This design comes from an exercise in tuning for small area on the open sky130 flow, not from production work.
Only simulation tests tie the RTL to the original design; equivalence was not proved.
No activity file was given, so power comes from the tool's default toggle rates.

==> inputs of v1 <==
Design wb_slave, start of the top module:
module wb_slave #(
	parameter ADDR_WIDTH = 16,
	parameter DATA_WIDTH = 32,
	parameter GRANULE = 8,
	parameter REGISTER_NUM = 16,
	localparam SEL_WIDTH = DATA_WIDTH / GRANULE
	) (
	input  wire rst_i,
	input  wire clk_i,
	input  wire [ADDR_WIDTH-1:0] adr_i,
	input  wire [DATA_WIDTH-1:0] dat_i,
	output reg  [DATA_WIDTH-1:0] dat_o,
	input  wire [SEL_WIDTH-1:0]  sel_i,
	input  wire we_i,
	input  wire stb_i,
	output wire ack_o,
	output wire err_o,
	output wire stall_o,
	input  wire cyc_i
	);
==> module wb_slave, before the edit <==
module wb_slave #(
	parameter ADDR_WIDTH = 16,
	parameter DATA_WIDTH = 32,
	parameter GRANULE = 8,
	parameter REGISTER_NUM = 16,
	localparam SEL_WIDTH = DATA_WIDTH / GRANULE
	) (
	input  wire rst_i,
	input  wire clk_i,
	input  wire [ADDR_WIDTH-1:0] adr_i,
	input  wire [DATA_WIDTH-1:0] dat_i,
	output reg  [DATA_WIDTH-1:0] dat_o,
	input  wire [SEL_WIDTH-1:0]  sel_i,
	input  wire we_i,
	input  wire stb_i,
	output wire ack_o,
	output wire err_o,
	output wire stall_o,
	input  wire cyc_i
	);
	localparam [1:0] STATE_IDLE = 2'd0;
	localparam [1:0] STATE_PROCESS = 2'd1;
	localparam [1:0] STATE_STALL = 2'd2;
	localparam [1:0] STATE_WAIT_FOR_PHASE_END = 2'd3;
	reg [DATA_WIDTH-1:0] register_value [0:REGISTER_NUM-1];
	reg [ADDR_WIDTH-1:0] r_adr_i;
	reg [DATA_WIDTH-1:0] r_dat_i;
	reg [SEL_WIDTH-1:0]  r_sel_i;
	reg r_we_i;
	reg ack;
	reg err;
	reg stall;
	reg [1:0] state;
	integer i;
	always @(posedge clk_i) begin
		if (rst_i) begin
			state <= STATE_IDLE;
			ack <= 1'h0;
			err <= 1'h0;
			stall <= 1'h0;
			for (i = 0; i < REGISTER_NUM; i = i + 1) begin
				register_value[i] <= {DATA_WIDTH{1'h0}};
			end
		end
		else begin
			case (state)
				STATE_IDLE: begin
					if (stb_i) begin
						state <= STATE_PROCESS;
						r_sel_i <= sel_i;
						r_adr_i <= adr_i;
						r_we_i <= we_i;
						ack <= 1'h0;
						err <= 1'h0;
						stall <= 1'h0;
						if (we_i) begin
							r_dat_i <= dat_i;
						end
					end
				end
				STATE_PROCESS: begin
					if (r_adr_i >= REGISTER_NUM) begin
						err <= 1'h1;
						ack <= 1'h0;
						stall <= 1'h0;
					end else begin
						for (i = 0; i < SEL_WIDTH; i = i + 1) begin
							if (r_sel_i[i]) begin
								if (r_we_i && r_adr_i != 16'h0008) begin
									register_value[r_adr_i][i*GRANULE+:GRANULE] <= r_dat_i[i*GRANULE+:GRANULE];
								end else if (!r_we_i && r_adr_i != 16'h0009) begin
									dat_o[i*GRANULE+:GRANULE] <= register_value[r_adr_i][i*GRANULE+:GRANULE];
								end
							end
						end
						ack <= 1'h1;
						err <= 1'h0;
					end
					if (stb_i) begin
						stall <= 1'h1;
						state <= STATE_STALL;
					end else begin
						state <= STATE_WAIT_FOR_PHASE_END;
					end
				end
				STATE_STALL: begin 
					stall <= 1'h0;
					ack   <= 1'h0;
					err   <= 1'h0;
					state <= STATE_PROCESS;
				end
				STATE_WAIT_FOR_PHASE_END: begin
					if (~stb_i) begin
						state <= STATE_IDLE;
						ack <= 1'h0;
						err <= 1'h0;
					end
				end
			endcase
		end
	end
	assign   ack_o = ack;
	assign   err_o = err;
	assign stall_o = stall;
endmodule
Settings: LEC_CHECK=0, CAP_MARGIN=20, CORE_MARGIN=2, CORE_UTILIZATION=40, SLEW_MARGIN=20; clock period 5.0 ns.
run.sh (not shown) runs the stock make flow with config.mk's settings and CLKGATE_MAP_FILE= SYNTH_SCRIPT=/design/flow/synth_recipe.tcl, a recipe that flattens the netlist after the stock synthesis.
==> v7: changes against v1 <==
==> flow/design.v (replaced) <==
`default_nettype none
module wb_slave #(
	parameter ADDR_WIDTH = 16,
	parameter DATA_WIDTH = 32,
	parameter GRANULE = 8,
	parameter REGISTER_NUM = 16,
	localparam SEL_WIDTH = DATA_WIDTH / GRANULE
	) (
	input  wire rst_i,
	input  wire clk_i,
	input  wire [ADDR_WIDTH-1:0] adr_i,
	input  wire [DATA_WIDTH-1:0] dat_i,
	output reg  [DATA_WIDTH-1:0] dat_o,
	input  wire [SEL_WIDTH-1:0]  sel_i,
	input  wire we_i,
	input  wire stb_i,
	output wire ack_o,
	output wire err_o,
	output wire stall_o,
	input  wire cyc_i
	);
	reg [1:0] state;
	reg [3:0] r_adr;
	reg r_oor;
	wire idle = ~state[1] & ~state[0];
	wire in_range = ~|adr_i[ADDR_WIDTH-1:4];
	always @(posedge clk_i) begin
		if (idle) begin
			r_adr <= adr_i[3:0];
			r_oor <= ~in_range;
		end
	end
	always @(posedge clk_i) begin
		state[1] <= ~rst_i & ((state[0] & ~state[1]) | (state[1] & ~state[0] & stb_i));
		state[0] <= ~rst_i & ((~state[1] & stb_i) | (state[1] & state[0]));
	end
	assign   ack_o = state[1] & ~r_oor;
	assign   err_o = state[1] & r_oor;
	assign stall_o = state[1] & state[0];
	wire wr = ~rst_i & idle & stb_i & we_i & in_range;
	wire [REGISTER_NUM-1:0] wdec, wrk_n;
	wire [SEL_WIDTH-1:0] sel_n = ~sel_i;
	genvar gi, gb, gk;
	generate
		for (gi = 0; gi < REGISTER_NUM; gi = gi + 1) begin : g_dec
			assign wdec[gi] = (adr_i[3:0] == gi);
			assign wrk_n[gi] = ~(wr & wdec[gi]);
		end
	endgenerate
	reg [DATA_WIDTH-1:0] register_value [0:REGISTER_NUM-1];
	wire [DATA_WIDTH-1:0] rd_v [0:13];
	wire [13:0] rd_s [0:SEL_WIDTH-1];
	generate
		for (gi = 0; gi < REGISTER_NUM; gi = gi + 1) begin : g_reg
			if (gi != 8 && gi != 9) begin : g_st
				localparam integer RI = (gi < 8) ? gi : gi - 2;
				assign rd_v[RI] = register_value[gi];
				for (gb = 0; gb < SEL_WIDTH; gb = gb + 1) begin : g_byte
					wire w, h;
					wb_byte_en u_en (.wrk_n(wrk_n[gi]), .sel_n(sel_n[gb]), .rst(rst_i), .w(w), .h(h));
					for (gk = 0; gk < GRANULE; gk = gk + 1) begin : g_bit
						wire nxt;
						wb_hold u_hold (
							.q(register_value[gi][gb*GRANULE+gk]),
							.d(dat_i[gb*GRANULE+gk]),
							.w(w), .h(h), .nxt(nxt));
						always @(posedge clk_i)
							register_value[gi][gb*GRANULE+gk] <= nxt;
					end
				end
			end
		end
		wire [3:0] lo_n, hi_n;
		wb_predec u_plo (.a(r_adr[1:0]), .y_n(lo_n));
		wb_predec u_phi (.a(r_adr[3:2]), .y_n(hi_n));
		for (gb = 0; gb < SEL_WIDTH; gb = gb + 1) begin : g_rdec
			wb_rdec u_dec (.lo_n(lo_n), .hi_n(hi_n), .s(rd_s[gb]));
		end
		for (gk = 0; gk < DATA_WIDTH; gk = gk + 1) begin : g_rd
			wire o;
			wb_rdmux u_rd (
				.v({rd_v[13][gk], rd_v[12][gk], rd_v[11][gk], rd_v[10][gk],
				    rd_v[9][gk], rd_v[8][gk], rd_v[7][gk], rd_v[6][gk],
				    rd_v[5][gk], rd_v[4][gk], rd_v[3][gk], rd_v[2][gk],
				    rd_v[1][gk], rd_v[0][gk]}),
				.s(rd_s[gk/GRANULE]), .o(o));
			always @(*) dat_o[gk] = o;
		end
	endgenerate
endmodule
module wb_hold (
	input  wire q,
	input  wire d,
	input  wire w,
	input  wire h,
	output wire nxt
	);
	assign nxt = (q & h) | (d & w);
endmodule
module wb_byte_en (
	input  wire wrk_n,
	input  wire sel_n,
	input  wire rst,
	output wire w,
	output wire h
	);
	wb_nor2 u_w (.a(wrk_n), .b(sel_n), .y(w));
	wb_nor2 u_h (.a(rst), .b(w), .y(h));
endmodule
module wb_nor2 (
	input  wire a,
	input  wire b,
	output wire y
	);
	assign y = ~(a | b);
endmodule
module wb_rdec (
	input  wire [3:0] lo_n,
	input  wire [3:0] hi_n,
	output wire [13:0] s
	);
	genvar g;
	generate
		for (g = 0; g < 16; g = g + 1) begin : g_s
			if (g < 8 || g >= 10) begin : g_st
				wb_nor2 u_s (.a(lo_n[g % 4]), .b(hi_n[g / 4]), .y(s[g < 8 ? g : g - 2]));
			end
		end
	endgenerate
endmodule
module wb_predec (
	input  wire [1:0] a,
	output wire [3:0] y_n
	);
	assign y_n = ~(4'b0001 << a);
endmodule
module wb_rdmux (
	input  wire [13:0] v,
	input  wire [13:0] s,
	output wire o
	);
	wire [3:0] y;
	genvar g;
	generate
		for (g = 0; g < 4; g = g + 1) begin : g_aoi
			wb_aoi222 u_aoi (
				.a1(v[3*g]), .a2(s[3*g]), .b1(v[3*g+1]), .b2(s[3*g+1]),
				.c1(v[3*g+2]), .c2(s[3*g+2]), .y(y[g]));
		end
	endgenerate
	wb_rdout u_out (.y(y), .a1(v[12]), .a2(s[12]), .b1(v[13]), .b2(s[13]), .o(o));
endmodule
module wb_aoi222 (
	input  wire a1, a2, b1, b2, c1, c2,
	output wire y
	);
	assign y = ~((a1 & a2) | (b1 & b2) | (c1 & c2));
endmodule
module wb_rdout (
	input  wire [3:0] y,
	input  wire a1, a2, b1, b2,
	output wire o
	);
	assign o = ~&y | (a1 & a2) | (b1 & b2);
endmodule
`default_nettype wire
==> flow/flow/run.sh (new file) <==
#!/bin/bash
# The standard layout (standard.sh, with its standard synthesis), with two
# changes passed to ORFS through its own variables:
#  - port buffers use the smallest buffer cell instead of the resizer's pick;
#  - clock tree: larger sink clusters of clkbuf_16 and no dummy loads.
# The full output of the run goes to layout.log in this folder; ORFS's per-step
# logs stay under orfs/logs/.
set -euo pipefail
export BUFFER_PORTS_ARGS="-buffer_cell sky130_fd_sc_hd__buf_1"
export GPL_KEEP_OVERFLOW=0
export CTS_ARGS="-sink_clustering_enable -repair_clock_nets -sink_clustering_size 30 -sink_clustering_max_diameter 100 -buf_list sky130_fd_sc_hd__clkbuf_16 -dont_use_dummy_load"
bash standard.sh > layout.log 2>&1
==> flow/standard.sh (new file) <==
#!/bin/bash
# synth_recipe.tcl (not shown) runs the flow's synth.tcl, then flattens the netlist and writes it again
# the make line also repeats each setting of config.mk as NAME=value (left out here)
make -C /OpenROAD-flow-scripts/flow DESIGN_CONFIG=/design/flow/config.mk WORK_HOME=/design/flow/orfs CLKGATE_MAP_FILE= SYNTH_SCRIPT=/design/flow/synth_recipe.tcl "${@:-finish}"
--- a/flow/config.mk
+++ b/flow/config.mk
@@ -8,4 +8,8 @@
 export CAP_MARGIN = 20
 export CORE_MARGIN = 2
 export CORE_UTILIZATION = 40
+export CTS_BUF_LIST = sky130_fd_sc_hd__clkbuf_16
+export CTS_CLUSTER_DIAMETER = 100
+export CTS_CLUSTER_SIZE = 30
 export SLEW_MARGIN = 20
+export SYNTH_HIERARCHICAL = 1
removed: flow/run.sh
==> qor summary <==
Worst Tran Pin Value: v1 1.146 ns; v7 1.223 ns
Min cycle time layout: v1 3.472 ns; v7 4.633 ns
Number of fill cells: v1 6058; v7 3751
Minimum setup slack after placement: v1 1.430 ns; v7 0.3375 ns
Setup slack of the worst register-to-register path: v1 1.53 ns; v7 1.59 ns
Clock buffers created by TritonCTS: v1 66; v7 19
CP Launch Point: v1 r_adr_i[14]$_DFFE_PP_; v7 r_adr[0]$_DFFE_PN_
Power consumed by sequential cells: v1 5.84 mW; v7 3.64 mW
Met2 routed wirelength: v1 38370 um; v7 22930 um
Non-clock inverters: v1 6; v7 5
Flip-flop and latch share of the layout cell area: v1 55.55%; v7 52.90%
Number of clock buffers in the layout: v1 84; v7 19
Path depth of the worst reg2reg path: v1 7; v7 6
Post-synth design cell area: v1 28340 sq um; v7 16080 sq um
Result of the run: v1 timing/DRC/antenna clean; v7 timing/DRC/antenna clean
Fraction of standard cell area in multi-input logic: v1 29.10%; v7 38.34%
Synth warn: v1 1; v7 9
Xor and xnor area share after synthesis: v1 0.03091%; v7 0%
Diodes inserted: v1 0; v7 3
Worst hold path cell count: v1 2; v7 1
Fraction of power consumed by combinational cells: v1 7.0%; v7 5.1%
Clock tree skew after final layout: v1 0.02378 ns; v7 0.06750 ns
DRT iter0 DRCs: v1 1856; v7 1609
Number of antenna violations at the first check in global routing: v1 0; v7 3
Area overhead of the layout relative to synthesis: v1 15.06%; v7 7.680%

==> what the ideal ports hide <==
How much do the figures lean on ideal ports? The routed layouts below were timed once more, with nothing changed but the port constraints.
Step 1, drivers: a clkbuf_16 drives clk_i and a buf_2 each remaining input, both assumed.
Step 2 also shifts input and output timing later by t, the mid clock arrival at the registers, as if the neighbouring blocks saw the same clock.
Three values: no drivers, after step 1, after step 2; two values: the first two.
| run | t, ns | slack for setup (ns) | worst setup path at the end |
|---|---|---|---|
| v1 | 0.655 | 1.528 / 1.528 / 1.395 | input to register |
| v7 | 0.564 | 0.367 / 0.314 / 0.382 | input to register |
After both steps every run listed still meets setup and hold. The setup slack of v1, which loses most, moves by 0.000 ns with the drivers and by -0.133 ns with both steps.
